What follows belongs to an exercise in optimizing a design on an open flow for small area; a production flow would make more cautious choices. The RTL was checked by simulation tests, not by an equivalence proof against the original design. No activity file was given, so power comes from the tool's default toggle rates.

==> flow/design.v, too long to show whole: its modules and the start of the top module <==
// module mc6809is: 2642 lines
module mc6809is
#(
    parameter ILLEGAL_INSTRUCTIONS="GHOST"
) 
(
    input   CLK,
    input   fallE_en,
    input   fallQ_en,
    input   [7:0]  D,
    output  [7:0]  DOut,
    output  [15:0] ADDR,
    output  RnW,
    output  BS,
    output  BA,
    input   nIRQ,
    input   nFIRQ,
    input   nNMI,
    output  AVMA,
    output  BUSY,
    output  LIC,
    input   nHALT,
    input   nRESET,
    input   nDMABREQ,
    output  [111:0] RegData
);
  // ...
==> flow/run.sh <==
#!/bin/bash
# synth_recipe.tcl (not shown) runs the flow's synth.tcl, then flattens the netlist and writes it again
# the make line also repeats each setting of config.mk as NAME=value (left out here)
make -C /OpenROAD-flow-scripts/flow DESIGN_CONFIG=/design/flow/config.mk WORK_HOME=/design/flow/orfs CLKGATE_MAP_FILE= SYNTH_SCRIPT=/design/flow/synth_recipe.tcl finish
==> flow/config.mk <==
export PLATFORM = sky130hd
export DESIGN_NAME = mc6809is
export DESIGN_NICKNAME = mc6809is
export VERILOG_FILES = /design/flow/design.v
export SDC_FILE = /design/flow/constraint.sdc
export NUM_CORES = 4
export LEC_CHECK = 0
export CAP_MARGIN = 40
export CORE_MARGIN = 2
export CORE_UTILIZATION = 30
export PLACE_DENSITY = 0.45
export SETUP_SLACK_MARGIN = 0.3
export SLEW_MARGIN = 40
==> flow/constraint.sdc <==
create_clock -name core_clock -period 10.0 [get_ports {CLK}]
set_input_delay 2.0000 -clock core_clock [delete_from_list [all_inputs] [get_ports {CLK}]]
set_output_delay 2.0000 -clock core_clock [all_outputs]
set_load 0.01 [all_outputs]
==> impl_metrics.yaml, run 1 <==
finish:
  num-nonclk-inverters: 103
  nClkBuffers: 18
critical_path:
  cp_slowest_stage_delay_ns: 0.55
  setup.worst_path.end: "ADDR[14]"
floorplanning:
  start_util_pct: 30.3
  ioPinCount: 159
timing:
  setup_ws_ns: 0.398
  setup_viol: 0
  period_needed_ns: 9.60
routing:
  drt_wl_total_um: 208000
  routed_via_density: 7.18
  wl_per_cell_um: 42.2
  dr.pass1.iters: 13
cts:
  root_buffer: "clkbuf_16"
  cts_tree: "done"
  cts_max_level: 4
  cts.sinks: 196
  cts_setup_buffers: 3
  clk_latency_ns: 0.58
place:
  dp_worst_setup_slack_ns: -0.561
  dpl_cell_area_um2: 30500
min_path:
  worstHoldStart: "NMISample2$_DFFE_PP_"
synth:
  synth.most_common_cell: "nand2_1"
  synthXorXnorAreaFrac_pct: 3.40
  synth_top_area_cell: "edfxtp_1"
power_and_ir_drop:
  power_mw: 3.68
  internal_power_mw: 1.87
grt:
  grt_pass1_vias: 32200
  antenna_found_initial: 29
  use_met3_pct: 19.2
  grtUsageTotal_pct: 45.1
status:
  status: "timing/DRC/antenna clean"
==> run 2, diff against run 1 <==
--- a/flow/design.v
+++ b/flow/design.v
@@ -137,17 +137,17 @@
 localparam CPUSTATE_BRA_DONTCARE   =  7'd20;
 localparam CPUSTATE_BSR_DONTCARE1  =  7'd21;
 localparam CPUSTATE_BSR_DONTCARE2  =  7'd22;
 localparam CPUSTATE_BSR_RETURNLOW  =  7'd23;
 localparam CPUSTATE_BSR_RETURNHIGH =  7'd24;
 localparam CPUSTATE_TFR_DONTCARE1  =  7'd26;
 localparam CPUSTATE_TFR_DONTCARE2  =  7'd27;
 localparam CPUSTATE_TFR_DONTCARE3  =  7'd28;
-localparam CPUSTATE_TFR_DONTCARE4  =  7'd29;
+localparam CPUSTATE_END            =  7'd29;      
 localparam CPUSTATE_EXG_DONTCARE1      =    7'd30;
 localparam CPUSTATE_EXG_DONTCARE2      =    7'd31;
 localparam CPUSTATE_EXG_DONTCARE3      =    7'd32;
 localparam CPUSTATE_EXG_DONTCARE4      =    7'd33;
 localparam CPUSTATE_EXG_DONTCARE5      =    7'd34;
 localparam CPUSTATE_EXG_DONTCARE6      =    7'd35;
 localparam CPUSTATE_ABX_DONTCARE       =    7'd36;
 localparam  CPUSTATE_RTS_HI            =    7'd38;
@@ -1127,27 +1127,26 @@
         3'd1:    RegNum = 4'H2;
         3'd2:    RegNum = 4'H3;
         3'd3:    RegNum = 4'H4;
         3'd4:    RegNum = 4'H0;
         default: RegNum = 4'H7;
     endcase
 end
 endfunction
-wire    [15:0]  stk = tmp[14] ? u : s;
 always @(*)
 begin
     case (CpuState)
         CPUSTATE_FETCH_I2:
             rsel_code = (D[7:6] == 2'b11) ? 4'H7 : D[7:4];
         CPUSTATE_INDEXED_BASE, CPUSTATE_IDX_16OFFSET_LO:
             rsel_code = (IndexedRegister == IDX_REG_PC) ? 4'H5 : RegNum({1'b0, IndexedRegister[1:0]});
         CPUSTATE_ALU_EA, CPUSTATE_ST16_LO:
             rsel_code = RegNum(StoreRegisterNum);
-        CPUSTATE_RTS_HI, CPUSTATE_RTS_LO, CPUSTATE_BSR_RETURNLOW, CPUSTATE_BSR_RETURNHIGH, CPUSTATE_JSR_RETLO, CPUSTATE_JSR_RETHI:
+        CPUSTATE_RTS_HI, CPUSTATE_RTS_LO, CPUSTATE_BSR_DONTCARE2, CPUSTATE_IRQ_DONTCARE:
             rsel_code = 4'H4;
         CPUSTATE_PUL_ACTION, CPUSTATE_PSH_DONTCARE3:
             rsel_code = tmp[14] ? 4'H3 : 4'H4;
         CPUSTATE_PSH_ACTION:
             if (tmp[7])       rsel_code = 4'HC;
             else if (tmp[6])  rsel_code = tmp[14] ? 4'H4 : 4'H3;
             else if (tmp[5])  rsel_code = 4'H2;
             else if (tmp[4])  rsel_code = 4'H1;
@@ -1251,24 +1250,24 @@
             INTTYPE_FIRQ: vec_lo = 4'H7;
             INTTYPE_SWI2: vec_lo = 4'H5;
             INTTYPE_SWI3: vec_lo = 4'H3;
             default:      vec_lo = 4'HF;
         endcase
 end
 localparam A_HOLD=4'd0, A_ZERO=4'd1, A_ALU=4'd2, A_SEX=4'd3, A_EIGHT=4'd4, A_D=4'd5, A_S16H=4'd6, A_S16L=4'd7, A_V2H=4'd8, A_V2L=4'd9;
 localparam B_HOLD=3'd0, B_ZERO=3'd1, B_ALU=3'd2, B_D=3'd3, B_S16L=3'd4, B_V2L=3'd5, B_SHR=3'd6;
-localparam R_HOLD=3'd0, R_RST=3'd1, R_SUM=3'd2, R_V2=3'd3, R_DHI=3'd4, R_DLO=3'd5, R_INC=3'd6;
+localparam R_HOLD=3'd0, R_RST=3'd1, R_SUM=3'd2, R_V2=3'd3, R_DHI=3'd4, R_DLO=3'd5, R_INC=3'd6, R_EA=3'd7;
 localparam DP_HOLD=3'd0, DP_ZERO=3'd1, DP_S16L=3'd2, DP_V2L=3'd3, DP_D=3'd4;
 localparam CC_HOLD=4'd0, CC_RST=4'd1, CC_ALU=4'd2, CC_A16=4'd3, CC_D=4'd4, CC_S16L=4'd5, CC_V2L=4'd6, CC_AND=4'd7, CC_OR=4'd8,
            CC_CWAI=4'd9, CC_DAA=4'd10, CC_SEX=4'd11, CC_ST16=4'd12, CC_MUL=4'd13;
 localparam EA_HOLD=3'd0, EA_SUM=3'd1, EA_RSEL=3'd2, EA_DIRECT=3'd3, EA_MUL=3'd4, EA_SHL=3'd5, EA_INDIR=3'd6, EA_DHI=3'd7;
 localparam T_HOLD=4'd0, T_DMA=4'd1, T_DMADEC=4'd2, T_ZERO=4'd3, T_SUM=4'd4, T_PC=4'd5, T_RTI=4'd6, T_NMI=4'd7, T_FIRQ=4'd8,
            T_SWI=4'd9, T_PSHPUL=4'd10, T_HID=4'd11, T_LOD=4'd12, T_LOALU=4'd13, T_PSH=4'd14, T_PUL=4'd15;
-localparam AD_FFFF=3'd0, AD_FFFE=3'd1, AD_PC=3'd2, AD_INC=3'd3, AD_SUM=3'd4, AD_RSEL=3'd5, AD_EA=3'd6, AD_VEC=3'd7;
+localparam AD_FFFF=3'd0, AD_FFFE=3'd1, AD_PC=3'd2, AD_INC=3'd3, AD_TMP=3'd4, AD_RSEL=3'd5, AD_EA=3'd6, AD_VEC=3'd7;
 localparam DO_ZERO=3'd0, DO_TMPL=3'd1, DO_TMPH=3'd2, DO_ALUA=3'd3, DO_RSELH=3'd4, DO_RSELL=3'd5;
 reg [3:0] a_sel;
 reg [2:0] b_sel;
 reg [2:0] x_sel, y_sel, u_sel, s_sel, pc_sel;
 reg [2:0] dp_sel;
 reg [3:0] cc_sel;
 reg       cc_set_e, cc_clr_e, cc_set_i, cc_set_f;
 reg [2:0] ea_sel;
@@ -1492,17 +1491,17 @@
                     rLIC = 1'b1;
                 end
                 else if (Inst1 == OPCODE_INH_ABX)
                 begin
                     add_a  =  x;
                     add_b  =  {8'H00, b};
                     x_sel  =  R_SUM;
                     rAVMA = 1'b0;
-                    CpuState_nxt   =  CPUSTATE_ABX_DONTCARE;
+                    CpuState_nxt   =  CPUSTATE_END;
                 end                                                                        
                 else
                 begin
                     cc_sel =  CC_ALU;
                     if (ALU8Writeback)
                     begin
                         if (IsTargetRegA)
                             a_sel  =  A_ALU;
@@ -1674,32 +1673,35 @@
     CPUSTATE_BSR_DONTCARE1:
     begin
         addr_sel   =  AD_PC;
         rAVMA = 1'b0;
         CpuState_nxt   =  CPUSTATE_BSR_DONTCARE2;
     end
     CPUSTATE_BSR_DONTCARE2:
     begin
+        add_b          =  16'HFFFF;
+        ea_sel         =  EA_SUM;          
         CpuState_nxt   =  CPUSTATE_BSR_RETURNLOW;
     end
-    CPUSTATE_BSR_RETURNLOW, CPUSTATE_JSR_RETLO:
+    CPUSTATE_BSR_RETURNLOW:
     begin
+        add_a          =  ea;
         add_b          =  16'HFFFF;
-        addr_sel       =  AD_SUM;
-        s_sel          =  R_SUM;
+        ea_sel         =  EA_SUM;
+        addr_sel       =  AD_EA;
+        s_sel          =  R_EA;
         do_sel         =  DO_TMPL;
         RnWOut         =  0;
-        CpuState_nxt   =  (CpuState == CPUSTATE_JSR_RETLO) ? CPUSTATE_JSR_RETHI : CPUSTATE_BSR_RETURNHIGH;
+        CpuState_nxt   =  CPUSTATE_BSR_RETURNHIGH;
     end
-    CPUSTATE_BSR_RETURNHIGH, CPUSTATE_JSR_RETHI:
+    CPUSTATE_BSR_RETURNHIGH:
     begin
-        add_b          =  16'HFFFF;
-        addr_sel       =  AD_SUM;
-        s_sel          =  R_SUM;
+        addr_sel       =  AD_EA;
+        s_sel          =  R_EA;
         do_sel         =  DO_TMPH;
         RnWOut         =  0;
         rLIC = 1'b1;
         CpuState_nxt   =  CPUSTATE_FETCH_I1;
     end
     CPUSTATE_TFR_DONTCARE1:
     begin
         rAVMA = 1'b0;
@@ -1708,45 +1710,29 @@
     CPUSTATE_TFR_DONTCARE2:
     begin
         rAVMA = 1'b0;
         CpuState_nxt   =  CPUSTATE_TFR_DONTCARE3;
     end            
     CPUSTATE_TFR_DONTCARE3:
     begin
         rAVMA = 1'b0;
-        CpuState_nxt   =  CPUSTATE_TFR_DONTCARE4;
+        CpuState_nxt   =  CPUSTATE_END;
     end            
     CPUSTATE_EXG_DONTCARE1:
     begin
         rAVMA = 1'b0;
         CpuState_nxt   =  CPUSTATE_EXG_DONTCARE2;
     end            
     CPUSTATE_EXG_DONTCARE2:
     begin
         rAVMA = 1'b0;
-        CpuState_nxt   =  CPUSTATE_EXG_DONTCARE3;
-    end            
-    CPUSTATE_EXG_DONTCARE3:
-    begin
-        rAVMA = 1'b0;
-        CpuState_nxt   =  CPUSTATE_EXG_DONTCARE4;
+        CpuState_nxt   =  CPUSTATE_TFR_DONTCARE1;
     end            
-    CPUSTATE_EXG_DONTCARE4:
-    begin
-        rAVMA = 1'b0;
-        CpuState_nxt   =  CPUSTATE_EXG_DONTCARE5;
-    end    
-    CPUSTATE_EXG_DONTCARE5:
-    begin
-        rAVMA = 1'b0;
-        CpuState_nxt   =  CPUSTATE_EXG_DONTCARE6;
-    end    
-    CPUSTATE_TFR_DONTCARE4, CPUSTATE_EXG_DONTCARE6, CPUSTATE_ABX_DONTCARE, CPUSTATE_RTS_DONTCARE2,
-    CPUSTATE_ALU16_DONTCARE, CPUSTATE_16IMM_DONTCARE, CPUSTATE_INT_DONTCARE, CPUSTATE_TST_DONTCARE2:
+    CPUSTATE_END:
     begin
         rLIC = 1'b1;
         CpuState_nxt   =  CPUSTATE_FETCH_I1;
     end            
     CPUSTATE_RTS_HI:
     begin
         addr_sel       =  AD_RSEL;
         add_b          =  16'H0001;
@@ -1756,17 +1742,17 @@
     end
     CPUSTATE_RTS_LO:
     begin
         addr_sel       =  AD_RSEL;
         add_b          =  16'H0001;
         s_sel          =  R_SUM;
         pc_sel         =  R_DLO;
         rAVMA = 1'b0;
-        CpuState_nxt   =  CPUSTATE_RTS_DONTCARE2;
+        CpuState_nxt   =  CPUSTATE_END;
     end
     CPUSTATE_16IMM_LO, CPUSTATE_ALU16_LO:
     begin
         if (CpuState == CPUSTATE_16IMM_LO)
         begin
             addr_sel   =  AD_PC;
             pc_sel     =  R_INC;
             add_b      =  {Inst2, D[7:0]};
@@ -1803,26 +1789,25 @@
         if ((CpuState == CPUSTATE_16IMM_LO) && (ALU16Opcode == ALUOP16_LD))
         begin
             rLIC = 1'b1;
             CpuState_nxt   =  CPUSTATE_FETCH_I1;
         end
         else
         begin
             rAVMA = 1'b0;
-            CpuState_nxt   =  (CpuState == CPUSTATE_16IMM_LO) ? CPUSTATE_16IMM_DONTCARE : CPUSTATE_ALU16_DONTCARE;
+            CpuState_nxt   =  (CpuState == CPUSTATE_16IMM_LO) ? CPUSTATE_END : CPUSTATE_END;
         end
     end   
-    CPUSTATE_DIRECT_DONTCARE, CPUSTATE_EXTENDED_DONTCARE, CPUSTATE_INDIRECT_DONTCARE,
-    CPUSTATE_IDX_DONTCARE3, CPUSTATE_IDX_16OFF_DONTCARE3, CPUSTATE_IDX_EXTIND_DONTCARE:
+    CPUSTATE_DIRECT_DONTCARE, CPUSTATE_IDX_DONTCARE3, CPUSTATE_IDX_EXTIND_DONTCARE:
     begin
         if (CpuState == CPUSTATE_IDX_EXTIND_DONTCARE)
             addr_sel   =  AD_PC;
         add_a          =  ea;
-        if (IndexedIndirect && ((CpuState == CPUSTATE_IDX_DONTCARE3) || (CpuState == CPUSTATE_IDX_16OFF_DONTCARE3) ||
+        if (IndexedIndirect && ((CpuState == CPUSTATE_IDX_DONTCARE3) || (CpuState == CPUSTATE_IDX_DONTCARE3) ||
                                 (CpuState == CPUSTATE_IDX_EXTIND_DONTCARE)))
         begin
             CpuState_nxt = CPUSTATE_INDIRECT_HI;
         end
         else if (IsJMP(Inst1))
         begin
             pc_sel =  R_SUM;
             rLIC = 1'b1;
@@ -1898,17 +1883,17 @@
         begin
             addr_sel       =  AD_EA;
             alu_a          =  D[7:0];
             tmp_sel        =  T_LOALU;
             cc_sel         =  CC_ALU;
             rAVMA = 1'b0;
             if (ALU8Op == ALUOP_TST)
             begin
-                CpuState_nxt = CPUSTATE_TST_DONTCARE1;
+                CpuState_nxt = CPUSTATE_TFR_DONTCARE3;
             end
             else
             begin
                 rBUSY = 1'b1;
                 CpuState_nxt   =  CPUSTATE_ALU_DONTCARE;
             end
         end
         else if (IsALU16Opcode && (ALU16Opcode != ALUOP16_LD) && ((Inst1 < 8'H30) || (Inst1 > 8'H33)) )
@@ -1921,17 +1906,17 @@
             CpuState_nxt   =  CPUSTATE_ALU16_LO;
         end
         else if ((Inst1 == 8'H9D) || (Inst1 == 8'HAD) || (Inst1 == 8'HBD))       
         begin
             pc_sel     =  R_SUM;
             addr_sel   =  AD_EA;
             tmp_sel    =  T_PC;
             rAVMA = 1'b0;
-            CpuState_nxt   =  CPUSTATE_JSR_DONTCARE;
+            CpuState_nxt   =  CPUSTATE_BSR_DONTCARE2;
         end
         else if ((Inst1 >= 8'H30) && (Inst1<= 8'H33))
         begin
             a16_op         =  ALUOP16_LEA;
             case (ALU16Reg)
                 ALU16_REG_X:
                 begin
                     cc_sel = CC_A16;
@@ -1995,28 +1980,24 @@
     CPUSTATE_ST16_LO:
     begin
         addr_sel       =  AD_EA;
         do_sel         =  DO_RSELL;
         RnWOut     =  0;
         rLIC = 1'b1;
         CpuState_nxt   =  CPUSTATE_FETCH_I1;                
     end
-    CPUSTATE_JSR_DONTCARE:
-    begin
-        CpuState_nxt   =  CPUSTATE_JSR_RETLO;
-    end
     CPUSTATE_EXTENDED_ADDRLO:
     begin
         addr_sel       =  AD_PC;
         pc_sel         =  R_INC;
         ea_sel         =  EA_HOLD;
         ea_dlo         =  1'b1;
         rAVMA = 1'b0;
-        CpuState_nxt   =  CPUSTATE_EXTENDED_DONTCARE;
+        CpuState_nxt   =  CPUSTATE_DIRECT_DONTCARE;
     end
     CPUSTATE_INDEXED_BASE:
     begin
         addr_sel       =  AD_PC;
         ea_sel         =  EA_SUM;
         add_pc1        =  (IndexedRegister == IDX_REG_PC);
         case (IndexedMode)
             IDX_MODE_NOOFFSET:
@@ -2129,58 +2110,60 @@
         CpuState_nxt   =  CPUSTATE_IDX_16OFF_DONTCARE2;
     end
     CPUSTATE_IDX_16OFF_DONTCARE2:
     begin
         rAVMA = 1'b0;
         if (IndexedRegister == IDX_REG_PC)
             CpuState_nxt = CPUSTATE_IDX_PC16OFF_DONTCARE;
         else        
-            CpuState_nxt   =  CPUSTATE_IDX_16OFF_DONTCARE3;
+            CpuState_nxt   =  CPUSTATE_IDX_DONTCARE3;
     end
     CPUSTATE_IDX_PC16OFF_DONTCARE:
     begin
         rAVMA = 1'b0;
-        CpuState_nxt   =  CPUSTATE_IDX_16OFF_DONTCARE3;
+        CpuState_nxt   =  CPUSTATE_IDX_DONTCARE3;
     end
     CPUSTATE_IDX_DOFF_DONTCARE1:
     begin
         addr_sel = AD_INC;            
+        add_a    = pc;
+        add_b    = 16'H0002;
+        tmp_sel  = T_SUM;             
         CpuState_nxt = CPUSTATE_IDX_DOFF_DONTCARE2;
     end
     CPUSTATE_IDX_DOFF_DONTCARE2:
     begin
-        add_a    = pc;
-        add_b    = 16'H0002;
-        addr_sel = AD_SUM;            
+        addr_sel = AD_TMP;            
         rAVMA = 1'b0;
         CpuState_nxt = CPUSTATE_IDX_16OFF_DONTCARE2;
     end
     CPUSTATE_IDX_EXTIND_LO:
     begin
         ea_dlo         =  1'b1;
         addr_sel       =  AD_PC;
         pc_sel         =  R_INC;
         CpuState_nxt = CPUSTATE_IDX_EXTIND_DONTCARE;        
     end
     CPUSTATE_INDIRECT_HI:
     begin
         addr_sel = AD_EA;
+        add_a    = ea;
+        add_b    = 16'H0001;
+        ea_sel   = EA_SUM;            
         tmp_sel  = T_HID;
         rBUSY = 1'b1;
         CpuState_nxt = CPUSTATE_INDIRECT_LO;
     end                        
     CPUSTATE_INDIRECT_LO:
     begin
-        add_a    = ea;
-        add_b    = 16'H0001;
-        addr_sel = AD_SUM;            
+        addr_sel = AD_EA;             
         ea_sel   = EA_INDIR;
         rAVMA = 1'b0;
-        CpuState_nxt = CPUSTATE_INDIRECT_DONTCARE;
+        CpuState_nxt = CPUSTATE_DIRECT_DONTCARE;
     end
     CPUSTATE_MUL_ACTION:
     begin
         rAVMA = 1'b0;
         add_a = tmp;
         alu_op = ALUOP_DEC;
         alu_a  = a;
         if (a != 8'H00)
@@ -2209,31 +2192,34 @@
     end
     CPUSTATE_PSH_DONTCARE2:
     begin
         CpuState_nxt = CPUSTATE_PSH_DONTCARE3;
     end
     CPUSTATE_PSH_DONTCARE3:
     begin
         addr_sel = AD_RSEL;
+        add_b    = 16'HFFFF;
+        ea_sel   = EA_SUM;            
         CpuState_nxt = CPUSTATE_PSH_ACTION;
     end    
     CPUSTATE_PSH_ACTION:
     begin
-        add_a = stk;
+        add_a = ea;
         add_b = 16'HFFFF;
+        ea_sel = EA_SUM;
         do_sel = tmp[15] ? DO_RSELH : DO_RSELL;
         tmp_sel = T_PSH;
         if (tmp[7:0] != 8'H00)
         begin
-            addr_sel = AD_SUM;
+            addr_sel = AD_EA;
             if (tmp[14])
-                u_sel = R_SUM;
+                u_sel = R_EA;
             else
-                s_sel = R_SUM;
+                s_sel = R_EA;
             RnWOut = 1'b0;  
         end
         if (tmp[13])
             rLIC = 1'b1;
         if (psh_prog[7:0] == 8'H00)
         begin
             if (NextState == NS_FETCH_I1)
                 rLIC = 1'b1;
@@ -2328,16 +2314,18 @@
                     IntType_nxt = INTTYPE_SWI;        
                 cc_set_e = 1'b1;
             end
         endcase
     end
     CPUSTATE_IRQ_DONTCARE:
     begin
         NMIClear_nxt = 1'b0;    
+        add_b    = 16'HFFFF;
+        ea_sel   = EA_SUM;            
         CpuState_nxt = CPUSTATE_PSH_ACTION;
     end
     CPUSTATE_IRQ_DONTCARE2:
     begin
         CpuState_nxt = CPUSTATE_IRQ_VECTOR_HI;
         rLIC = 1'b1;
     end
     CPUSTATE_IRQ_VECTOR_HI:
@@ -2363,29 +2351,24 @@
                 cc_set_i = 1'b1;                
             default:
             begin
             end
         endcase
         BS_nxt   = (IntType == INTTYPE_NMI) || (IntType == INTTYPE_IRQ) || (IntType == INTTYPE_FIRQ);
         pc_sel   = R_DLO;
         rLIC = 1'b1;
-        CpuState_nxt = CPUSTATE_INT_DONTCARE;
+        CpuState_nxt = CPUSTATE_END;
     end
     CPUSTATE_CC_DONTCARE:
     begin
         addr_sel = AD_PC;
         rLIC = 1'b1;
         CpuState_nxt = CPUSTATE_FETCH_I1;
     end
-    CPUSTATE_TST_DONTCARE1:
-    begin
-        rAVMA = 1'b0;
-        CpuState_nxt = CPUSTATE_TST_DONTCARE2;
-    end
     CPUSTATE_SYNC:
     begin
         BA_nxt = 1'b1;
         rLIC   = 1'b1;
         rAVMA  = 1'b0;
         if (~(NMILatched & FIRQLatched & IRQLatched))
             CpuState_nxt = CPUSTATE_SYNC_EXIT;
     end
@@ -2400,41 +2383,37 @@
         rAVMA = 1'b0;
         BS_nxt = 1'b1;
         BA_nxt = 1'b1;
         rLIC   = 1'b1;
         tmp_sel = T_DMADEC;
         if ( (tmp[3:0] == 4'H0) | (DMABREQSample2) )
             CpuState_nxt = CPUSTATE_DMABREQ_EXIT;
     end
-    CPUSTATE_DMABREQ_EXIT, CPUSTATE_HALT_EXIT2:
+    CPUSTATE_DMABREQ_EXIT:
     begin
         CpuState_nxt = CPUSTATE_FETCH_I1;
     end
     CPUSTATE_HALTED:
     begin
         rAVMA = 1'b0;
         BS_nxt = 1'b1;
         BA_nxt = 1'b1;
         rLIC   = 1'b1;
         if (HALTSample2)
-            CpuState_nxt = CPUSTATE_HALT_EXIT2;
+            CpuState_nxt = CPUSTATE_DMABREQ_EXIT;
     end
     CPUSTATE_CWAI:
     begin
         addr_sel = AD_PC;
         cc_sel   = CC_CWAI;
         tmp_sel  = T_SWI;
         NextState_nxt = NS_CWAI_POST;
         rAVMA = 1'b0;
-        CpuState_nxt = CPUSTATE_CWAI_DONTCARE1;
-    end
-    CPUSTATE_CWAI_DONTCARE1:
-    begin
-        CpuState_nxt = CPUSTATE_PSH_ACTION;
+        CpuState_nxt = CPUSTATE_IRQ_DONTCARE;
     end
     CPUSTATE_CWAI_POST:
     begin
         rAVMA = 1'b0;
         if (NMILatched == 0)
         begin
             rAVMA = 1'b1;
             IntType_nxt = INTTYPE_NMI;
@@ -2508,34 +2487,38 @@
         R_RST:        y_nxt[7:0] = 8'H00;
         R_SUM:        y_nxt[7:0] = sum16[7:0];
         R_V2, R_DLO:  y_nxt[7:0] = V2[7:0];
         default:      y_nxt[7:0] = y[7:0];
     endcase
     case (u_sel)
         R_RST:        u_nxt[15:8] = 8'H00;
         R_SUM:        u_nxt[15:8] = sum16[15:8];
+        R_EA:         u_nxt[15:8] = ea[15:8];
         R_V2, R_DHI:  u_nxt[15:8] = V2[15:8];
         default:      u_nxt[15:8] = u[15:8];
     endcase
     case (u_sel)
         R_RST:        u_nxt[7:0] = 8'H00;
         R_SUM:        u_nxt[7:0] = sum16[7:0];
+        R_EA:         u_nxt[7:0] = ea[7:0];
         R_V2, R_DLO:  u_nxt[7:0] = V2[7:0];
         default:      u_nxt[7:0] = u[7:0];
     endcase
     case (s_sel)
         R_RST:        s_nxt[15:8] = 8'HFF;
         R_SUM:        s_nxt[15:8] = sum16[15:8];
+        R_EA:         s_nxt[15:8] = ea[15:8];
         R_V2, R_DHI:  s_nxt[15:8] = V2[15:8];
         default:      s_nxt[15:8] = s[15:8];
     endcase
     case (s_sel)
         R_RST:        s_nxt[7:0] = 8'HFD;
         R_SUM:        s_nxt[7:0] = sum16[7:0];
+        R_EA:         s_nxt[7:0] = ea[7:0];
         R_V2, R_DLO:  s_nxt[7:0] = V2[7:0];
         default:      s_nxt[7:0] = s[7:0];
     endcase
     case (pc_sel)
         R_INC:        pc_nxt[15:8] = inc_out[15:8];
         R_SUM:        pc_nxt[15:8] = sum16[15:8];
         R_V2, R_DHI:  pc_nxt[15:8] = V2[15:8];
         default:      pc_nxt[15:8] = pc[15:8];
@@ -2599,45 +2582,37 @@
         T_PSH:    tmp_nxt = psh_prog;
         T_PUL:    tmp_nxt = pul_prog;
         default:  tmp_nxt = tmp;
     endcase
     case (addr_sel)
         AD_FFFE: addr_nxt = 16'HFFFE;
         AD_PC:   addr_nxt = pc;
         AD_INC:  addr_nxt = inc_out;
-        AD_SUM:  addr_nxt = sum16;
+        AD_TMP:  addr_nxt = tmp;
         AD_RSEL: addr_nxt = rsel;
         AD_EA:   addr_nxt = ea;
         AD_VEC:  addr_nxt = {12'HFFF, vec_lo};
         default: addr_nxt = 16'HFFFF;
     endcase
     case (do_sel)
         DO_TMPL:  DOutput = tmp[7:0];
         DO_TMPH:  DOutput = tmp[15:8];
         DO_ALUA:  DOutput = alu_a;
         DO_RSELH: DOutput = rsel[15:8];
         DO_RSELL: DOutput = rsel[7:0];
         default:  DOutput = 8'H00;
     endcase
 end
+reg     [15:0]  s_cmp;
 always @(*)
 begin
-    case (s_sel)
-        R_SUM:
-        begin
-            if (a16_op == ALUOP16_LD)
-                s_chg = (add_b != s);                
-            else if (add_b != 16'H0000)
-                s_chg = 1'b1;                        
-            else if (add_pc1)
-                s_chg = (inc_out != s);              
-            else
-                s_chg = (add_a != s);                
-        end
-        R_RST:   s_chg = (s != 16'HFFFD);
-        R_V2:    s_chg = (V2 != s);
-        R_DHI:   s_chg = (V2[15:8] != s[15:8]);
-        R_DLO:   s_chg = (V2[7:0] != s[7:0]);
-        default: s_chg = 1'b0;
-    endcase
+    if (s_sel == R_SUM)
+        s_cmp = (a16_op == ALUOP16_LD) ? add_b : (add_pc1 ? inc_out : add_a);
+    else if (s_sel == R_EA)
+        s_cmp = ea;
+    else
+        s_cmp = {(s_sel == R_DLO) ? s[15:8] : V2[15:8], (s_sel == R_DHI) ? s[7:0] : V2[7:0]};
+    s_chg = (s_sel == R_SUM) & (a16_op != ALUOP16_LD) & (add_b != 16'H0000);
+    if ((s_sel == R_SUM) || (s_sel == R_V2) || (s_sel == R_DHI) || (s_sel == R_DLO) || (s_sel == R_EA))
+        s_chg = s_chg | (s_cmp != s);
 end
 endmodule
==> flow/config.mk (replaced) <==
export PLATFORM = sky130hd
export DESIGN_NAME = mc6809is
export DESIGN_NICKNAME = mc6809is
export VERILOG_FILES = /design/flow/design.v
export SDC_FILE = /design/flow/constraint.sdc
export NUM_CORES = 4
export LEC_CHECK = 0
export CAP_MARGIN = 20
export CORE_MARGIN = 2
export CORE_UTILIZATION = 30
export GPL_TIMING_DRIVEN = 0
export PLACE_DENSITY = 0.45
export SETUP_SLACK_MARGIN = 0.5
export SLEW_MARGIN = 20
==> run 2 against run 1 <==
Against the previous run:
- flip-flop and latch count unchanged
- total power down 7.3%
- worst setup slack worse by 0.014 ns
- die area down 0.52%
- largest cell class unchanged
- non-clock buffer count down 38
- sequential share of layout area up 0.55 points
- largest power group unchanged
- critical path depth down 1
- clock power up 4.8%
- register-to-register slack worse by 0.93 ns
- synthesized area down 0.52%
- critical path type is now flip-flop to flip-flop
- clock-buffer cell count down 1
- synthesized cell count down 2.1%
==> impl_metrics.yaml, run 2 <==
status:
  status: "timing/DRC/antenna clean"
routing:
  drc_errors: 0
  drt_iter0_drc: 7479
  final_antenna_net_count: 0
  dr.pass1.iters: 14
  vias: 36500
  routed_via_density: 7.54
  wl_per_cell_um: 47.5
  drt_wl_total_um: 230000
finish:
  fin_cells: 4840
  area_delta_synth_final_pct: 19.5
  mostFrequentLayoutCells: "nand2_1 (374), nor2_1 (313), a21oi_1 (260)"
  nets: 3738
  multi_input_area_um2: 18700
  register_area_um2: 5840
  final_util_pct: 36.1
  n_fill_cell: 9228
  final_cell_area_um2: 30600
  drive_gt1_share_pct: 10.7
  final_common_cell: "nand2_1"
synth:
  ys_seq_area_share_pct: 22.8
  synth_warnings: 1
  netlist_top_cells_count: "nand2_1 (375), nor2_1 (317), a21oi_1 (263), o21ai_0 (247), edfxtp_1 (191)"
  synth_top_area_share_pct: 22.4
  syn_inst: 3425
  synthXorXnorAreaFrac_pct: 2.76
  synth.lib_cells_used.distinct: 133
  ys_ff_latch: 196
  synth_flop_cell: "edfxtp_1"
  async_reset_ff_share_pct: 0
  yosys-top-cells-area: "edfxtp_1 (22%), nand2_1 (5.5%), a21oi_1 (5.1%)"
  synth.most_common_cell: "nand2_1"
  synth-edff-count: 191
  synth_top_area_cell: "edfxtp_1"
  synthMuxAreaShare_pct: 3.25
  synth_fa_ha_area_share_pct: 2.79
  synth_top_family_by_area: "compound AO/OA/AOI/OAI gates"
  synth_area_per_cell_um2: 7.49
  syn_area_um2: 25600
  synth_compound_area_share_pct: 36.3
  yosys.area_share.simple_pct: 25.8
cts:
  cts_buffers: 17
  clockBufferDepth: 2
  cts.sinks: 196
  clk_latency_ns: 0.55
  cts_tree: "done"
  clk_pin_slew_worst_paths_ns: 0.10
  root_buffer: "clkbuf_16"
  cts_max_level: 4
floorplanning:
  die_w_um: 296
  ioPinCount: 159
  core_um2: 84900
  rows: 107
  start_util_pct: 30.2
  die_h_um: 296
  dieArea_um2: 87800
grt:
  grt_pass1_wl_um: 300000
  grt-ovfl-total: 0
  antenna_found_initial: 24
  grt_max_degree: 26
  grt_pass1_vias: 32800
  grtUsageTotal_pct: 50.7
place:
  io_buffers: 158
  dp.cells: 4773
  hpwl_um: 181000
  dpl_cell_area_um2: 29600
  dp_worst_setup_slack_ns: -1.86
  gp_congestion: 1.09
timing:
  rsz0062_at_grt: "true"
  fin_worst_skew_ns: 0.0305
  hold_viol_final: 0
  clock.fmax_mhz: 104
  hold_slack_ns: 0.411
  setup-tns-final_ns: 0
  setup_viol: 0
  maxSlewViolCount: 0
  slew_headroom_pct: 4.21
  worst_pin_slew_ns: 1.43
  setup_ws_ns: 0.384
  period_share_pct: 96.2
  period_needed_ns: 9.62
critical_path:
  reg2reg_slack_ns: 0.38
  critical_path_arrival_ns: 9.91
  cp-end-kind: "flip-flop"
  path_class: "flip-flop to flip-flop"
  required_ns: 10.30
  reg2reg_from: "CpuState[0]$_SDFFCE_PN0P_"
  worst-path-max-fanout: 10
  r2r_cells: 26
  worstReg2RegEnd: "cc[0]$_DFFE_PP_"
  start_kind: "flip-flop"
min_path:
  whs_path_depth: 0
  worstHoldStart: "NMISample2$_DFFE_PP_"
  hp-class: "flip-flop to flip-flop"
job:
  maxCapViolations: 0
power_and_ir_drop:
  power.density_nw_per_um2: 111
  power_mw: 3.41
  leakagePower_nw: 10.5
  ir_drop_mv: 0.157
[run 2: logic make-up after synthesis]
family          Yosys count
compound gates         1326
mux                      79
xor+xnor                 80
flops                   196
simple gates           1306
fa+ha+maj                55
buf+inv                 383
[run 2: per-layer routing]
layer	part of all wire (%)	global-route usage (%)	up-vias	wire, um
met5	0.12	0.887	-	278
met1	38	63.9	18000	87400
met3	16	25.1	938	37400
li1	-	-	13900	-
met4	7.5	30.6	20	17200
met2	38	68.4	3669	87700
[run 2: area by class of cell]
cell class	count	area share [%]
antenna	16	0.131
buffer	284	4.27
clock buffer	17	1.39
clock inverter	15	0.788
inverter	99	1.24
multi-input combinational	2846	61.1
sequential	196	19.0
tap	1144	4.67
timing repair buffer	223	7.40
[run 2: power by group]
part | internal (mW) | leakage (nW) | switching, mW
Sequential | 0.926 | 1.76 | 0.0355
Clock | 0.361 | 0.322 | 0.496
Combinational | 0.445 | 8.46 | 1.15
[run 2: worst max-delay path by stage]
stage / startpoint / endpoint / depth (start not counted) / slack [ns]
4_1_cts: D[4] / cc[0]$_DFFE_PP_ / 28 / 0.51
3_5_place_dp: D[6] / cc[0]$_DFFE_PP_ / 27 / -1.86
3_3_place_gp: D[6] / tmp[14]$_DFFE_PP_ / 27 / -2.26
2_1_floorplan: D[7] / a[6]$_DFFE_PP_ / 26 / 2.36
5_1_grt: D[7] / cc[0]$_DFFE_PP_ / 26 / 0.46
6_report: CpuState[0]$_SDFFCE_PN0P_ / cc[0]$_DFFE_PP_ / 26 / 0.38
[run 2: repair_timing]
item | 4_1_cts | 5_1_grt
resized for setup | 24 | 20
hold endpoints to repair | 0 | 0
hold buffers | 0 | 0
endpoints found under the setup margin | 101 | 16
pin swaps | 2 | 4
setup buffers | 5 | 10
[run 2: critical path: stages (launching register included)]
cell and delay [ns]:
edfxtp_1 0.41, buf_4 0.22, buf_4 0.20, buf_2 0.26, nand4b_1 0.58, nor2_2 0.69
clkbuf_1 0.89, buf_1 0.87, buf_2 0.63, a222oi_1 0.15, o211a_1 0.24, fa_1 0.58
fa_1 0.54, inv_1 0.09, a21oi_1 0.08, o21bai_2 0.27, a21o_1 0.18, a21o_1 0.22
a21o_1 0.14, a21o_1 0.16, nand3_1 0.13, a31oi_2 0.26, a31oi_2 0.21, o21ai_2 0.28
xor2_4 0.52, a221oi_1 0.17, or3_1 0.35
==> run 3, diff against run 2 <==
==> flow/flow/run.sh (new file) <==
#!/bin/bash
# The standard layout, with two changes: a small buffer (buf_1) on every input and output
# port instead of the default clkdlybuf4s50_1, and the buffers that synthesis (abc) put in
# are taken out at floorplan, so that the resizer buffers the netlist from scratch. All tool
# output goes to standard.log here and to ORFS's own logs under orfs/logs.
set -euo pipefail
export BUFFER_PORTS_ARGS="-buffer_cell sky130_fd_sc_hd__buf_1"
export REMOVE_ABC_BUFFERS=1
bash standard.sh finish > standard.log 2>&1
==> flow/standard.sh (new file) <==
#!/bin/bash
# synth_recipe.tcl (not shown) runs the flow's synth.tcl, then flattens the netlist and writes it again
# the make line also repeats each setting of config.mk as NAME=value (left out here)
make -C /OpenROAD-flow-scripts/flow DESIGN_CONFIG=/design/flow/config.mk WORK_HOME=/design/flow/orfs CLKGATE_MAP_FILE= SYNTH_SCRIPT=/design/flow/synth_recipe.tcl "${@:-finish}"
--- a/flow/config.mk
+++ b/flow/config.mk
@@ -5,10 +5,11 @@
 export SDC_FILE = /design/flow/constraint.sdc
 export NUM_CORES = 4
 export LEC_CHECK = 0
+export ABC_AREA = 1
 export CAP_MARGIN = 20
 export CORE_MARGIN = 2
 export CORE_UTILIZATION = 30
 export GPL_TIMING_DRIVEN = 0
 export PLACE_DENSITY = 0.45
-export SETUP_SLACK_MARGIN = 0.5
+export SETUP_SLACK_MARGIN = 0.8
 export SLEW_MARGIN = 20
removed: flow/run.sh
==> run 3 against run 2 <==
Against the previous run:
- combinational power increased by 17%
- clock power decreased by 2%
- non-clock buffer count decreased by 315
- synthesized area decreased by 5.9%
- global-route usage decreased by 4.9 points
- clock skew increased by 0.0015 ns
- worst setup slack improved by 0.46 ns
- flip-flop and latch count unchanged
- first-iteration DRC count decreased by 22%
- via count decreased by 9.9%
- design area decreased by 12%
- largest cell class unchanged
- highest routed layer unchanged
==> impl_metrics.yaml, run 3 <==
status:
  status: "timing/DRC/antenna clean"
synth:
  synth_warnings: 1
  synth_flop_cell: "edfxtp_1"
  ys_ff_latch: 196
  synth_area_per_cell_um2: 6.33
  synth_top_area_cell: "edfxtp_1"
  synth.lib_cells_used.distinct: 72
  yosys-top-cells-area: "edfxtp_1 (24%), nand2_1 (12%), nor2_1 (8.2%)"
  synth.most_common_cell: "nand2_1"
  netlist_top_cells_count: "nand2_1 (800), nor2_1 (528), inv_1 (508), nand3_1 (231), o21ai_0 (209)"
  async_reset_ff_share_pct: 0
  synth_top_area_share_pct: 23.8
  synth-edff-count: 191
  ys_seq_area_share_pct: 24.2
  syn_area_um2: 24100
  syn_inst: 3812
power_and_ir_drop:
  power_switching_mw: 1.96
  leakagePower_nw: 11.5
  p_sw_share_pct: 52.7
  internal_power_mw: 1.76
  p_seq_share_pct: 26.8
  ir_drop_mv: 0.156
  clkPwrFrac_pct: 22.7
  combPwrFrac_pct: 50.5
  power.density_nw_per_um2: 138
critical_path:
  startpoint: "CpuState[5]$_SDFFCE_PN0P_"
  required_ns: 10.41
  cp_slowest_stage_delay_ns: 0.84
  start_kind: "flip-flop"
  critical_path.top_delay_family: "simple AND/OR/NAND/NOR gates"
  r2r_cells: 25
  slowest_stage: "nor2_4"
  path_class: "flip-flop to flip-flop"
  crit_top_cell: "nand3_1"
  worst-path-buf-inv: 4
  worstReg2RegEnd: "cc[2]$_DFFE_PP_"
  reg2reg_from: "CpuState[5]$_SDFFCE_PN0P_"
  critical_path_arrival_ns: 9.57
  reg2reg_slack_ns: 0.84
  cp-end-kind: "flip-flop"
  worst-path-max-fanout: 20
cts:
  cts_buffers: 17
  clk_latency_ns: 0.56
  clk_pin_slew_worst_paths_ns: 0.10
  clockBufferDepth: 2
  root_buffer: "clkbuf_16"
  cts.sinks: 196
  cts_tree: "done"
  cts_max_level: 4
routing:
  routed_via_density: 6.60
  dr.pass1.iters: 7
  drt_iter0_drc: 5854
  drt_wl_total_um: 195000
  drc_errors: 0
  final_antenna_net_count: 0
  wl_per_cell_um: 39.1
  vias: 32900
timing:
  setup_viol: 0
  hold_viol_final: 0
  setup_ws_ns: 0.839
  hold_slack_ns: 0.428
  maxSlewViolCount: 0
  period_needed_ns: 9.16
  fin_worst_skew_ns: 0.0320
  clock.fmax_mhz: 109
  rsz0062_at_grt: "false"
  slew_headroom_pct: 14.3
  period_share_pct: 91.6
  worst_pin_slew_ns: 1.27
  setup-tns-final_ns: 0
place:
  io_buffers: 158
  hpwl_um: 156000
  gp_congestion: 1.07
  dpl_cell_area_um2: 26100
  dp_worst_setup_slack_ns: -0.666
finish:
  drive_gt1_share_pct: 7.17
  final_cell_area_um2: 26900
  mostFrequentLayoutCells: "nand2_1 (795), nor2_1 (514), inv_1 (507)"
  n_fill_cell: 9113
  nets: 3975
  area_delta_synth_final_pct: 11.4
  final_common_cell: "nand2_1"
  final_util_pct: 33.9
grt:
  grtUsageTotal_pct: 45.8
  grt-ovfl-total: 0
  grt_pass1_vias: 29800
  grt_pass1_wl_um: 259000
  grt_max_degree: 51
  antenna_found_initial: 17
floorplanning:
  die_h_um: 288
  core_um2: 79300
  ioPinCount: 159
  die_w_um: 288
  dieArea_um2: 82700
  start_util_pct: 30.4
  rows: 103
min_path:
  whs_path_depth: 0
  worstHoldStart: "NMISample2$_DFFE_PP_"
  hp-class: "flip-flop to flip-flop"
job:
  maxCapViolations: 0
## run 3: cell count changes in the layout (fill, tap and decap cells not counted), sizes merged, moves of 65 or more
cell           delta
a21oi            -83
nand2           +457
clkbuf          -186
inv             +456
clkdlybuf4s50   -156
nand3           +126
nor2            +240
a222oi           -67
mux2i            -65
## run 3: logic make-up after synthesis
family / synth area share (%)
and+or+nand+nor: 33.8
AOI/OAI and AO/OA: 25.7
buffers and inverters: 11.3
DFF: 24.2
xor gates and xnor gates: 2.07
adders and majority gates: 2.93
muxes: 0.0467
## run 3: final cells by class
cell class | instances | area, um^2 | share of cell area [%]
well taps | 1050 | 1310 | 4.89
inverters | 570 | 2160 | 8.03
diodes | 16 | 40.0 | 0.149
multi-input cells | 2927 | 15800 | 59.0
clock inverters | 15 | 208 | 0.773
clock buffers | 17 | 425 | 1.58
flip-flops and latches | 196 | 5840 | 21.7
repair buffers | 192 | 1050 | 3.89
## run 3: worst max-delay path by stage
stage,endpoint,cells past startpoint
2_1_floorplan,cc[1]$_DFFE_PP_,26
3_3_place_gp,cc[1]$_DFFE_PP_,27
3_5_place_dp,cc[1]$_DFFE_PP_,27
4_1_cts,cc[1]$_DFFE_PP_,37
5_1_grt,cc[1]$_DFFE_PP_,35
6_report,cc[2]$_DFFE_PP_,25
## run 3: metal layers
| layer | part of all wire (%) | wire length, um | global-route usage [%] |
|---|---|---|---|
| met1 | 41 | 79100 | 61.6 |
| met2 | 40 | 77200 | 63.5 |
| met3 | 14 | 26900 | 16.7 |
| met4 | 6.0 | 11600 | 23.6 |
| met5 | 0.017 | 34 | 0 |
## run 3: worst register-to-register path, stage by stage, from the launching register on
cell and delay, ns:
edfxtp_1 0.52, inv_2 0.14, nand3_1 0.52, nor2_4 0.84
inv_1 0.52, nand2_1 0.55, clkinv_1 0.51, o22ai_1 0.43
a221oi_1 0.13, a21boi_0 0.21, fa_1 0.53, fa_1 0.46
o21ai_0 0.33, a21oi_1 0.15, o21bai_1 0.28, nand3_1 0.13
nand2_1 0.22, nand3_1 0.11, nand2_1 0.15, xor2_2 0.63
inv_1 0.31, nor4_1 0.36, nand3_1 0.19, nor3_4 0.56
nand3_1 0.14, nand3_1 0.11
## run 3: what timing repair did
| action | 4_1_cts | 5_1_grt |
|---|---|---|
| pin swaps | 2 | 1 |
| hold endpoints to repair | 0 | 0 |
| setup endpoints to repair | 15 | 10 |
| hold buffers | 0 | 0 |
| buffers inserted | 1 | 3 |
| resized for setup | 7 | 14 |
## run 3: power by group through the flow
stage | registers (mW) | logic [mW] | clock network, mW
3_5_place_dp | 1.01 | 1.72 | 0
3_3_place_gp | 1.01 | 1.67 | 0
6_report | 0.997 | 1.88 | 0.844
2_1_floorplan | 0.991 | 0.815 | 0
4_1_cts | 0.994 | 1.73 | 0.845
5_1_grt | 0.997 | 1.89 | 0.863
## run 3: stage by stage
stage	cells	power (mW)
after floorplan	3693	1.81
after global placement	4901	2.68
after detailed placement	4931	2.73
after CTS	4964	3.57
after global routing	4967	3.75
final	4983	3.72
==> run 4, diff against run 3 <==
--- a/flow/config.mk
+++ b/flow/config.mk
@@ -6,10 +6,10 @@
 export NUM_CORES = 4
 export LEC_CHECK = 0
 export ABC_AREA = 1
-export CAP_MARGIN = 20
+export CAP_MARGIN = 5
 export CORE_MARGIN = 2
 export CORE_UTILIZATION = 30
 export GPL_TIMING_DRIVEN = 0
 export PLACE_DENSITY = 0.45
-export SETUP_SLACK_MARGIN = 0.8
-export SLEW_MARGIN = 20
+export SETUP_SLACK_MARGIN = 0.6
+export SLEW_MARGIN = 5
==> run 4 against run 3 <==
Against the previous run:
- the layout now fails its checks (max-capacitance violations, max-slew violations)
- synthesized cell count did not move
- utilization fell by 0.12 points
- global-route usage rose by 0.39 points
- critical path depth fell by 2
- clock skew rose by 0.0029 ns
- clock power fell by 4.9%
- flip-flop and latch count did not move
- routed wire length rose by 0.60%
- worst hold slack barely moved
- clock-buffer cell count did not move
==> impl_metrics.yaml, run 4 <==
critical_path:
  required_ns: 10.42
  reg2reg_slack_ns: 0.71
  r2r_cells: 28
  worstReg2RegEnd: "cc[2]$_DFFE_PP_"
  worst-path-max-fanout: 13
  path_class: "input pin to flip-flop"
  reg2reg_from: "CpuState[5]$_SDFFCE_PN0P_"
  start_kind: "input pin"
  critical_path_arrival_ns: 9.74
  cp-end-kind: "flip-flop"
min_path:
  whs_path_depth: 0
  whs_endpoint: "NMISample2$_DFFE_PP_"
  hp-class: "flip-flop to flip-flop"
  worstHoldStart: "NMISample$_DFFE_PP_"
grt:
  grt_pass1_wl_um: 260000
  grt_pass1_vias: 29800
  grt-ovfl-total: 0
  grt_max_degree: 51
  grtUsageTotal_pct: 46.2
  antenna_found_initial: 19
floorplanning:
  dieArea_um2: 82700
  core_um2: 79300
  die_w_um: 288
  die_h_um: 288
  start_util_pct: 30.4
  rows: 103
  ioPinCount: 159
finish:
  final_util_pct: 33.8
  final_common_cell: "nand2_1"
  area_delta_synth_final_pct: 11.0
  mostFrequentLayoutCells: "nand2_1 (796), nor2_1 (515), inv_1 (506)"
  register_area_um2: 5840
  n_fill_cell: 9071
  final_cell_area_um2: 26800
  nets: 3972
  multi_input_area_um2: 15800
  drive_gt1_share_pct: 6.85
synth:
  synth.lib_cells_used.distinct: 72
  synth_flop_cell: "edfxtp_1"
  ys_seq_area_share_pct: 24.2
  yosys-top-cells-area: "edfxtp_1 (24%), nand2_1 (12%), nor2_1 (8.2%)"
  synth_warnings: 1
  ys_ff_latch: 196
  syn_inst: 3812
  synthMuxAreaShare_pct: 0.0467
  synth-edff-count: 191
  synth_area_per_cell_um2: 6.33
  synth_top_area_share_pct: 23.8
  synth_top_family_by_area: "simple AND/OR/NAND/NOR gates"
  netlist_top_cells_count: "nand2_1 (800), nor2_1 (528), inv_1 (508), nand3_1 (231), o21ai_0 (209)"
  yosys.area_share.simple_pct: 33.8
  synth_fa_ha_area_share_pct: 2.93
  synthXorXnorAreaFrac_pct: 2.07
  async_reset_ff_share_pct: 0
  synth_top_area_cell: "edfxtp_1"
  synth.most_common_cell: "nand2_1"
  synth_compound_area_share_pct: 25.7
  syn_area_um2: 24100
timing:
  worst_pin_slew_ns: 1.56
  hold_slack_ns: 0.428
  fin_worst_skew_ns: 0.0349
  period_share_pct: 93.2
  period_needed_ns: 9.32
  slew_headroom_pct: -4.61
  setup_viol: 0
  clock.fmax_mhz: 107
  hold_viol_final: 0
  maxSlewViolCount: 13
  setup_ws_ns: 0.683
  rsz0062_at_grt: "true"
job:
  maxCapViolations: 4
place:
  io_buffers: 158
  gp_congestion: 1.07
  hpwl_um: 156000
  dp_worst_setup_slack_ns: -1.23
  dpl_cell_area_um2: 26000
cts:
  clk_latency_ns: 0.58
  clk_pin_slew_worst_paths_ns: 0.08
  cts_tree: "done"
  cts_buffers: 17
  cts_max_level: 4
  clockBufferDepth: 2
  cts.sinks: 196
  root_buffer: "clkbuf_16"
routing:
  drc_errors: 0
  drt_wl_total_um: 196000
  vias: 33000
  wl_per_cell_um: 39.4
  final_antenna_net_count: 0
  dr.pass1.iters: 7
  routed_via_density: 6.63
  drt_iter0_drc: 6178
status:
  status: "failed layout checks"
  violations: "max-capacitance violations, max-slew violations"
power_and_ir_drop:
  leakagePower_nw: 11.4
  power.density_nw_per_um2: 138
  ir_drop_mv: 0.158
## run 4: cell counts after synthesis
No cell type changed its count.
## run 4: cells by family after synthesis
family,count (synthesis)
and+or+nand+nor,1865
muxes,1
adders and majority gates,54
DFF,196
AOI/OAI and AO/OA,950
xor gates and xnor gates,57
buffers and inverters,689
## run 4: how the worst max path moves through the flow
stage	slack, ns	from	end
after floorplan	3.24	D[6]	cc[1]$_DFFE_PP_
after global placement	-2.78	D[6]	cc[1]$_DFFE_PP_
after detailed placement	-1.23	CpuState[0]$_SDFFCE_PN0P_	cc[2]$_DFFE_PP_
after CTS	0.64	CpuState[4]$_SDFFCE_PN0P_	cc[1]$_DFFE_PP_
after global routing	0.49	Inst2[2]$_DFFE_PP_	cc[1]$_DFFE_PP_
final	0.68	D[0]	cc[2]$_DFFE_PP_
## run 4: through the flow
stage	TNS, ns	total power, mW	instances
final	0	3.69	4976
after global routing	0	3.71	4965
after CTS	0	3.52	4961
after detailed placement	-6.63	2.72	4925
after global placement	-60.84	2.68	4901
after floorplan	0	1.81	3693
## run 4: layout make-up
type	instances	area share, %
repair buffers	188	3.84
multi-input cells	2928	59.0
diodes	12	0.112
clock buffers	17	1.59
well taps	1050	4.91
inverters	570	8.07
flip-flops and latches	196	21.8
clock inverters	15	0.696
## run 4: per-layer routing
layer | part of all wire, % | GRT usage (%) | vias to the layer above
met3 | 14 | 17.2 | 521
met1 | 40 | 62.3 | 16200
met4 | 5.7 | 23.1 | 16
met5 | 0.057 | 0 | -
met2 | 40 | 63.8 | 2791
li1 | - | - | 13500
## run 4: power breakdown
group | switching, mW | internal (mW) | leakage, nW
registers | 0.0470 | 0.950 | 1.81
clock network | 0.461 | 0.341 | 0.297
logic | 1.48 | 0.405 | 9.33
total | 1.99 | 1.70 | 11.4
## run 4: worst max-delay path, stage by stage
cell	delay, ns
buf_1	1.05
clkinv_2	0.77
o221ai_1	0.40
a21oi_1	0.09
o2111ai_1	0.68
xnor2_1	0.18
fa_1	0.49
fa_1	0.44
o21ai_0	0.34
a21oi_1	0.16
o21bai_1	0.29
nand3_1	0.12
nand2_1	0.20
nand3_1	0.11
nand2_1	0.19
a21oi_1	0.12
o21bai_1	0.23
xor2_1	0.13
inv_1	0.64
nand3_1	0.25
nor3_4	0.57
nand3_1	0.14
nand3_1	0.11
## run 4: timing repair
action / in CTS / in global routing
buffers inserted: 3 / 3
gates cloned: 1 / 0
endpoints found under the setup margin: 62 / 13
pin swaps: 3 / 1
hold buffers: 0 / 0
resized for setup: 10 / 10

## separate check: timing with driven ports
In the flow no input, the clock included, has a driving cell. The finished layouts below were timed again as built, in two steps.
Step 1 sets driving cells, clkbuf_16 on the clock port and buf_2 on the other inputs (assumed; they add their load-dependent delay and slew).
Step 2 adds t to the input delays and takes it off the output delays; t is the mean of the earliest and latest rising clock arrival at the registers after step 1. Input paths then give back, and output paths get back, about the clock's delay inside the block.
Three values: ideal, step 1, step 2; two values: the first two.
run | shift t [ns] | slack for setup (ns) | hold WS [ns]
run 1 | 0.625 | 0.398 / 0.381 / 0.381 | 0.380 / 0.380 / 0.380
run 2 | 0.615 | 0.384 / 0.384 / -0.084 | 0.411 / 0.411 / 0.411
run 3 | 0.611 | 0.839 / 0.839 / 0.354 | 0.428 / 0.428 / 0.428
run 4 | 0.624 | 0.683 / 0.704 / 0.080 | 0.428 / 0.428 / 0.428
Met with ideal ports but missed after step 2: setup timing in run 2. For run 4, which loses most, drivers alone change the setup slack by +0.021 ns; drivers and shift together by -0.603 ns.
